Context: an optimization exercise on an open-source flow, tuned for small area. The choices shown serve that exercise and are no tape-out recipe.
The RTL was checked by simulation tests, not by an equivalence proof against the original design.
Power and IR drop assume default switching activity.

==> v12 <==
==> flow/design.v (excerpt) <==
module owl_ctrl
#(
  parameter   CNT_WIDTH     = 12      
)
(
  input   wire          rst         ,
  input   wire          clk         ,
  input   wire          clk_sel     ,
  input   wire          owl_di_w    ,
  output  wire          owl_do_w    ,
  output  wire          owl_oe_w    ,
  input   wire          sfr_ready   ,
  input   wire  [7:0]   sfr_rdata   ,
  output  reg   [7:0]   sfr_wdata   ,
  output  reg   [5:0]   sfr_addrs   ,
  output  reg           sfr_rctrl   ,
  output  reg           sfr_wctrl
);
clock: 10.0 ns
lec_check: 0
cap_margin: 20
core_margin: 2
core_utilization: 70
slew_margin: 20
standard.sh (not shown) runs the stock make flow with config.mk's settings and CLKGATE_MAP_FILE= SYNTH_SCRIPT=/design/flow/synth_recipe.tcl, a recipe that flattens the netlist after the stock synthesis.
==> flow/flow/run.sh <==
#!/bin/bash
# Own flow: the standard synthesis, then an area re-map of the combinational
# logic (flip-flops untouched), then the standard layout from floorplan on.
set -euo pipefail
HERE=$(pwd)
RES=$HERE/orfs/results/$FLOW_PLATFORM/owl_ctrl/base
LIB=$FLOW_HOME/platforms/sky130hd/lib/sky130_fd_sc_hd__tt_025C_1v80.lib

bash standard.sh synth > $HERE/log_1_standard_synth.log 2>&1
cp $RES/1_2_yosys.v $HERE/std_1_2_yosys.v

# several ABC runs with different seeds; keep the smallest result
for seed in 1 2 3 4; do
  printf 'strash\n&get -n\n&deepsyn -T 60 -S %s\n&put\ndch -f\namap\ntopo\n' $seed > $HERE/area_$seed.abc
  REMAP_LIB=$LIB REMAP_NET=$HERE/std_1_2_yosys.v REMAP_OUT=$HERE/remap_$seed.v \
  REMAP_DONTUSE=$HERE/flow/dontuse.txt REMAP_ABC=$HERE/area_$seed.abc REMAP_STAT=$HERE/remap_stat_$seed.txt \
    yosys -c $HERE/flow/remap.tcl > $HERE/log_2_remap_$seed.log 2>&1 &
done
wait
best=""; best_area=""
for seed in 1 2 3 4; do
  a=$(grep "Chip area for top module" $HERE/remap_stat_$seed.txt | awk '{print $NF}')
  if [[ -n "$a" ]] && { [[ -z "$best" ]] || awk -v x=$a -v y=$best_area 'BEGIN{exit !(x<y)}'; }; then best=$seed; best_area=$a; fi
done
echo "best seed $best area $best_area" > $HERE/remap_choice.txt
cp $HERE/remap_$best.v $HERE/remap.v

# prove the re-mapped netlist equals the standard one before using it: flip-flops are cut
# (same instances in both), the logic between them must be equal
python3 $HERE/flow/cutff.py $HERE/std_1_2_yosys.v $HERE/cec_gold.v
python3 $HERE/flow/cutff.py $HERE/remap.v $HERE/cec_gate.v
yosys -p "read_liberty -ignore_miss_func $LIB; read_verilog $HERE/cec_gold.v; rename $FLOW_TOP gold; \
  read_verilog $HERE/cec_gate.v; rename $FLOW_TOP gate; proc; flatten gold gate; opt_clean; \
  miter -equiv -flatten -make_assert gold gate miter; hierarchy -top miter; \
  sat -verify -prove-asserts miter" > $HERE/log_3_equiv.log 2>&1
test $(grep -c "sky130_fd_sc_hd__[a-z]*df\|sky130_fd_sc_hd__[a-z]*dl" $HERE/std_1_2_yosys.v) -eq \
     $(grep -c "sky130_fd_sc_hd__[a-z]*df\|sky130_fd_sc_hd__[a-z]*dl" $HERE/remap.v)

# smaller port buffers than the default pick (every port still gets one), and a clock tree
# without dummy balancing loads
export BUFFER_PORTS_ARGS="-buffer_cell sky130_fd_sc_hd__buf_1"
export CTS_ARGS="-sink_clustering_enable -repair_clock_nets -dont_use_dummy_load -buf_list sky130_fd_sc_hd__clkbuf_4 -sink_clustering_size 10 -sink_clustering_max_diameter 60"

cp $HERE/remap.v $RES/1_2_yosys.v
rm -f $RES/1_synth.odb
bash standard.sh > $HERE/log_4_standard_layout.log 2>&1
test -f out/final.def
Other scripts of this flow, unchanged in this note and not shown: flow/flow/cutff.py, flow/flow/dontuse.txt, flow/flow/remap.tcl
==> v39: changes against v12 <==
--- a/flow/design.v
+++ b/flow/design.v
@@ -96,17 +96,14 @@
 reg   [7:0]             shift_reg;
 reg   [7:0]             owl_buff;
 reg                     bit_stream;
 reg   [CNT_WIDTH-1:0]   owl_high_width;
 reg   [CNT_WIDTH-1:0]   rx_brate_width;
 reg                     owl_oe_w;
 reg                     owl_do_w;
-wire  [CNT_WIDTH-1:0]   cnt_end = (pstate==s_owl_rx_fsyn) ? rx_brate_width :
-                                  (pstate==s_owl_rx_data) ? rx_brate_width+rx_bps : bps_set;
-wire                    cnt_hit = (clk_cnt==cnt_end);
 always
 @(negedge rst or posedge clk)
 begin
   if(~rst)
     pstate<=s_owl_idle;
   else  
     pstate<=nstate;
@@ -128,58 +125,58 @@
       if(rxbit_err)                 nstate  = s_owl_idle;
       else if(shift_reg==fsyn_head & owl_di_pos)
                                     nstate  = s_owl_rx_data;
     s_owl_rx_data:
       if(rxbit_err)                 nstate  = s_owl_idle;
       else if((qbit_cnt==3'h4))    nstate  = s_owl_idle;
     s_owl_tx_bsyn:
-      if(bit_cnt==3'h7 & (qbit_cnt==3'h2) & cnt_hit)
+      if(bit_cnt==3'h7 & (qbit_cnt==3'h2) & clk_cnt==bps_set)
                                     nstate  = s_owl_tx_fsyn;
     s_owl_tx_fsyn:
-      if(bit_cnt==3'h7 & (qbit_cnt==3'h2) & cnt_hit)
+      if(bit_cnt==3'h7 & (qbit_cnt==3'h2) & clk_cnt==bps_set)
                                     nstate  = s_owl_tx_data;
     s_owl_tx_data:
-      if(bit_cnt==3'h7 & (qbit_cnt==3'h2) & cnt_hit & ~owl_wflag)
+      if(bit_cnt==3'h7 & (qbit_cnt==3'h2) & clk_cnt==bps_set & ~owl_wflag)
                                     nstate  = s_owl_tx_eof;
     s_owl_tx_eof:
-      if(bit_cnt==3'h1 & (qbit_cnt==3'h2) & cnt_hit)
+      if(bit_cnt==3'h1 & (qbit_cnt==3'h2) & clk_cnt==bps_set)
                                     nstate  = s_owl_tx_stop;
     s_owl_tx_stop:
-      if(bit_cnt==3'h3 & (qbit_cnt==3'h2) & cnt_hit)
+      if(bit_cnt==3'h3 & (qbit_cnt==3'h2) & clk_cnt==bps_set)
                                     nstate  = s_owl_idle;
   endcase
 end
 always
 @(negedge rst or posedge clk)
 begin
   if(~rst)
     clk_cnt<={CNT_WIDTH{1'b0}};
   else  
   begin
     if(pstate!=nstate)
       clk_cnt<={CNT_WIDTH{1'b0}};
     else if(pstate==s_owl_tx_bsyn | pstate==s_owl_tx_fsyn | pstate==s_owl_tx_data | pstate==s_owl_tx_eof | pstate==s_owl_tx_stop)
     begin
-      if(cnt_hit)  clk_cnt<={CNT_WIDTH{1'b0}};
+      if(clk_cnt==bps_set)  clk_cnt<={CNT_WIDTH{1'b0}};
       else                  clk_cnt<=clk_cnt+1'b1;
     end
     else if(pstate==s_owl_rx_fsyn)
     begin
       if(owl_di_pos | owl_di_neg)
         clk_cnt<={CNT_WIDTH{1'b0}};
-      else if(cnt_hit)
+      else if(clk_cnt==rx_brate_width)
         clk_cnt<={CNT_WIDTH{1'b0}};
       else
         clk_cnt<=clk_cnt+1'b1;
     end
     else if(pstate==s_owl_rx_data)
     begin
       if(owl_di_pos | owl_di_neg)
         clk_cnt<={CNT_WIDTH{1'b0}};
-      else if(cnt_hit)
+      else if(clk_cnt==(rx_brate_width+rx_bps))
         clk_cnt<={CNT_WIDTH{1'b0}};
       else
         clk_cnt<=clk_cnt+1'b1;
     end
   end
 end
 always
@@ -188,19 +185,19 @@
   begin
     if(pstate!=nstate)
       qbit_cnt<={(3){1'b0}};
     else if(pstate>=s_owl_rx_fsyn & pstate<s_owl_tx_bsyn)
     begin
       if(owl_di_pos) qbit_cnt<={(3){1'b0}};
       else if(owl_di_neg) qbit_cnt<=qbit_cnt+1'b1;
-      else if(cnt_hit)  qbit_cnt<=qbit_cnt+1'b1;
+      else if(clk_cnt==(rx_brate_width+rx_bps))  qbit_cnt<=qbit_cnt+1'b1;
     end
     else if(pstate==s_owl_tx_bsyn | pstate==s_owl_tx_fsyn | pstate==s_owl_tx_data | pstate==s_owl_tx_eof | pstate==s_owl_tx_stop)
     begin
-      if(cnt_hit)
+      if(clk_cnt==bps_set)
       begin
         if((qbit_cnt==3'h2)) qbit_cnt<={(3){1'b0}};
         else                  qbit_cnt<=qbit_cnt+1'b1;
       end
     end
   end
 end
@@ -218,15 +215,15 @@
     begin
       if(nstate==s_owl_rx_fsyn | nstate==s_owl_rx_data)
       begin
         if(owl_di_pos)  bit_cnt<=bit_cnt_inc;
       end
       else if(nstate==s_owl_tx_bsyn | nstate==s_owl_tx_fsyn | nstate==s_owl_tx_data | pstate==s_owl_tx_eof | pstate==s_owl_tx_stop)
       begin
-        if((qbit_cnt==3'h2) & cnt_hit) bit_cnt<=bit_cnt_inc;
+        if((qbit_cnt==3'h2) & clk_cnt==bps_set) bit_cnt<=bit_cnt_inc;
       end
     end
   end
 end
 always
 @(negedge rst or posedge clk)
 begin
@@ -294,17 +291,17 @@
 always
 @(posedge clk)
 begin
   begin
     case(nstate)
       s_owl_tx_fsyn:
         if(pstate!=s_owl_tx_fsyn)  shift_reg<=fsyn_head;
-        else if((qbit_cnt==3'h2) & cnt_hit)  shift_reg<={shift_reg[6:0],1'b0};
+        else if((qbit_cnt==3'h2) & clk_cnt==bps_set)  shift_reg<={shift_reg[6:0],1'b0};
       s_owl_tx_data:
-        if((qbit_cnt==3'h2) & cnt_hit)
+        if((qbit_cnt==3'h2) & clk_cnt==bps_set)
         begin
           if(bit_cnt==3'h7 & owl_wflag)
             shift_reg<=owl_buff;
           else
             shift_reg<={shift_reg[6:0],1'b0};
         end
       s_owl_rx_fsyn:
@@ -342,15 +339,15 @@
     owl_wflag<=1'b0;
   end
   else  
   begin
     if(owl_rctrl) owl_rflag<=1'b0;
     if(nstate==s_owl_idle | nstate==s_owl_tx_bsyn | nstate==s_owl_tx_fsyn | nstate==s_owl_tx_data)
     begin
-      if(nstate==s_owl_tx_data & bit_cnt==3'h7 & (qbit_cnt==3'h2) & cnt_hit) owl_wflag<=1'b0;
+      if(nstate==s_owl_tx_data & bit_cnt==3'h7 & (qbit_cnt==3'h2) & clk_cnt==bps_set) owl_wflag<=1'b0;
     end
     else if(nstate==s_owl_rx_data)
     begin
       if(bit_cnt==3'h7 & qbit_cnt=={(3){1'b0}} & ~(| clk_cnt)) owl_rflag<=1'b1;
     end
     if(owl_wctrl) owl_wflag<=1'b1;
   end
==> v14: changes against v12 <==
--- a/flow/flow/run.sh
+++ b/flow/flow/run.sh
@@ -6,23 +6,24 @@
 RES=$HERE/orfs/results/$FLOW_PLATFORM/owl_ctrl/base
 LIB=$FLOW_HOME/platforms/sky130hd/lib/sky130_fd_sc_hd__tt_025C_1v80.lib
 
 bash standard.sh synth > $HERE/log_1_standard_synth.log 2>&1
 cp $RES/1_2_yosys.v $HERE/std_1_2_yosys.v
 
 # several ABC runs with different seeds; keep the smallest result
-for seed in 1 2 3 4; do
+for seed in 1 2 3 4 5 6 7 8; do
+  if [[ $seed -eq 5 ]]; then wait; fi
   printf 'strash\n&get -n\n&deepsyn -T 60 -S %s\n&put\ndch -f\namap\ntopo\n' $seed > $HERE/area_$seed.abc
   REMAP_LIB=$LIB REMAP_NET=$HERE/std_1_2_yosys.v REMAP_OUT=$HERE/remap_$seed.v \
   REMAP_DONTUSE=$HERE/flow/dontuse.txt REMAP_ABC=$HERE/area_$seed.abc REMAP_STAT=$HERE/remap_stat_$seed.txt \
     yosys -c $HERE/flow/remap.tcl > $HERE/log_2_remap_$seed.log 2>&1 &
 done
 wait
 best=""; best_area=""
-for seed in 1 2 3 4; do
+for seed in 1 2 3 4 5 6 7 8; do
   a=$(grep "Chip area for top module" $HERE/remap_stat_$seed.txt | awk '{print $NF}')
   if [[ -n "$a" ]] && { [[ -z "$best" ]] || awk -v x=$a -v y=$best_area 'BEGIN{exit !(x<y)}'; }; then best=$seed; best_area=$a; fi
 done
 echo "best seed $best area $best_area" > $HERE/remap_choice.txt
 cp $HERE/remap_$best.v $HERE/remap.v
 
 # prove the re-mapped netlist equals the standard one before using it: flip-flops are cut
==> impl_summary.txt <==
----------------------------------------------------
[Cells and area]
  Bufs w/o clock ... 34
  Area-dominant class ... multi-input combinational cells
  Share of cell area taken by multi-input logic gates ... 0.446
  Combined area of the multi-input logic cells ... 3320 um2
  Count of nets after finishing ... 928
  #MultiIn Comb ... 625
  Post-layout instance count excluding filler cells ... 1046

[Placement]
  Dpl ws ... 2.39 ns
  Number of cells after detailed placement ... 1029
  Final RePlAce weighted congestion ... 1.01

[Pwr]
  Comb power frac ... 0.389
  Comb power ... 641 uW

[GRT]
  GRT Resource Usage Total ... 0.368

[Synth]
  Synthesized Nets ... 875

[Worst setup path]
  Worst-path cell with the longest stage delay ... edfxtp_1
  Worst path bufs/invs ... 5
  Crit. path cell count ... 29

[STA]
  Achievable frequency ... 0.128 GHz

[Status]
  Result of the run ... finished clean

[Route]
  Mean routed wirelength per cell ... 18.9 um

----------------------------------------------------
[end of results for v39]
==> impl_summary.txt <==
----------------------------------------------------
[Status]
  Result of the run ... finished clean

[Worst setup path]
  Worst-path cell with the longest stage delay ... nor3_1

[STA]
  Achievable frequency ... 0.117 GHz

[Pwr]
  Comb power frac ... 0.197
  Comb power ... 210 uW

[Placement]
  Final RePlAce weighted congestion ... 1.01
  Dpl ws ... 1.77 ns

[Cells and area]
  Share of cell area taken by multi-input logic gates ... 0.430
  #MultiIn Comb ... 583
  Bufs w/o clock ... 34
  Combined area of the multi-input logic cells ... 3180 um2
  Post-layout instance count excluding filler cells ... 1030

[Route]
  Mean routed wirelength per cell ... 19.4 um

[GRT]
  GRT Resource Usage Total ... 0.380

----------------------------------------------------
[end of results for v12]
==> impl_summary.txt <==
----------------------------------------------------
[Status]
  Result of the run ... finished clean

[Cells and area]
  Bufs w/o clock ... 37
  Area-dominant class ... registers
  Count of nets after finishing ... 930
  Share of cell area taken by multi-input logic gates ... 0.429
  Post-layout instance count excluding filler cells ... 1048
  Combined area of the multi-input logic cells ... 3190 um2
  Number of flip-flops in the largest register ... 16
  #MultiIn Comb ... 597

[Synth]
  Avg Cell Area, Syn ... 8.08 um2
  Synthesized Nets ... 874
  Synth Cell Area ... 6960 um2

[STA]
  Achievable frequency ... 0.124 GHz

[GRT]
  Global-route wire length before repair ... 31000 um

[Placement]
  Number of cells after detailed placement ... 1031
  Final RePlAce weighted congestion ... 1.05

[Worst setup path]
  Worst-path cell with the longest stage delay ... nor3_2
  Crit. path cell count ... 38
  Worst path bufs/invs ... 9

[Pwr]
  Comb power frac ... 0.262

----------------------------------------------------
[end of results for v14]

static timing again, ports no longer ideal:
No port has a modelled driver above. Below, the same layouts with a new extraction and two added sets of constraints. Step 1, drivers: a clkbuf_16 drives clk and a buf_2 each remaining input, both assumed. Step 2 moves the port delays by t, midway between the first and last clock arrival at a register: inputs arrive t later, outputs are due t later. That takes back most of the time a late clock gives input paths. Slacks: ideal ports / drivers / drivers and shift; pairs: ideal ports / drivers.
run | t (ns) | slack for setup (ns) | clock arrival spread, ns | worst register clock-pin slew, ns | pins driven straight from the clock port
v12 | 0.533 | 1.460 / 1.460 / 1.460 | 0.034 / 0.034 | 0.11 / 0.11 | 1
v39 | 0.547 | 2.157 / 2.157 / 2.157 | 0.039 / 0.039 | 0.12 / 0.12 | 1
v14 | 0.573 | 1.916 / 1.916 / 1.916 | 0.026 / 0.026 | 0.11 / 0.11 | 1
After both steps setup and hold are still met in every run listed.
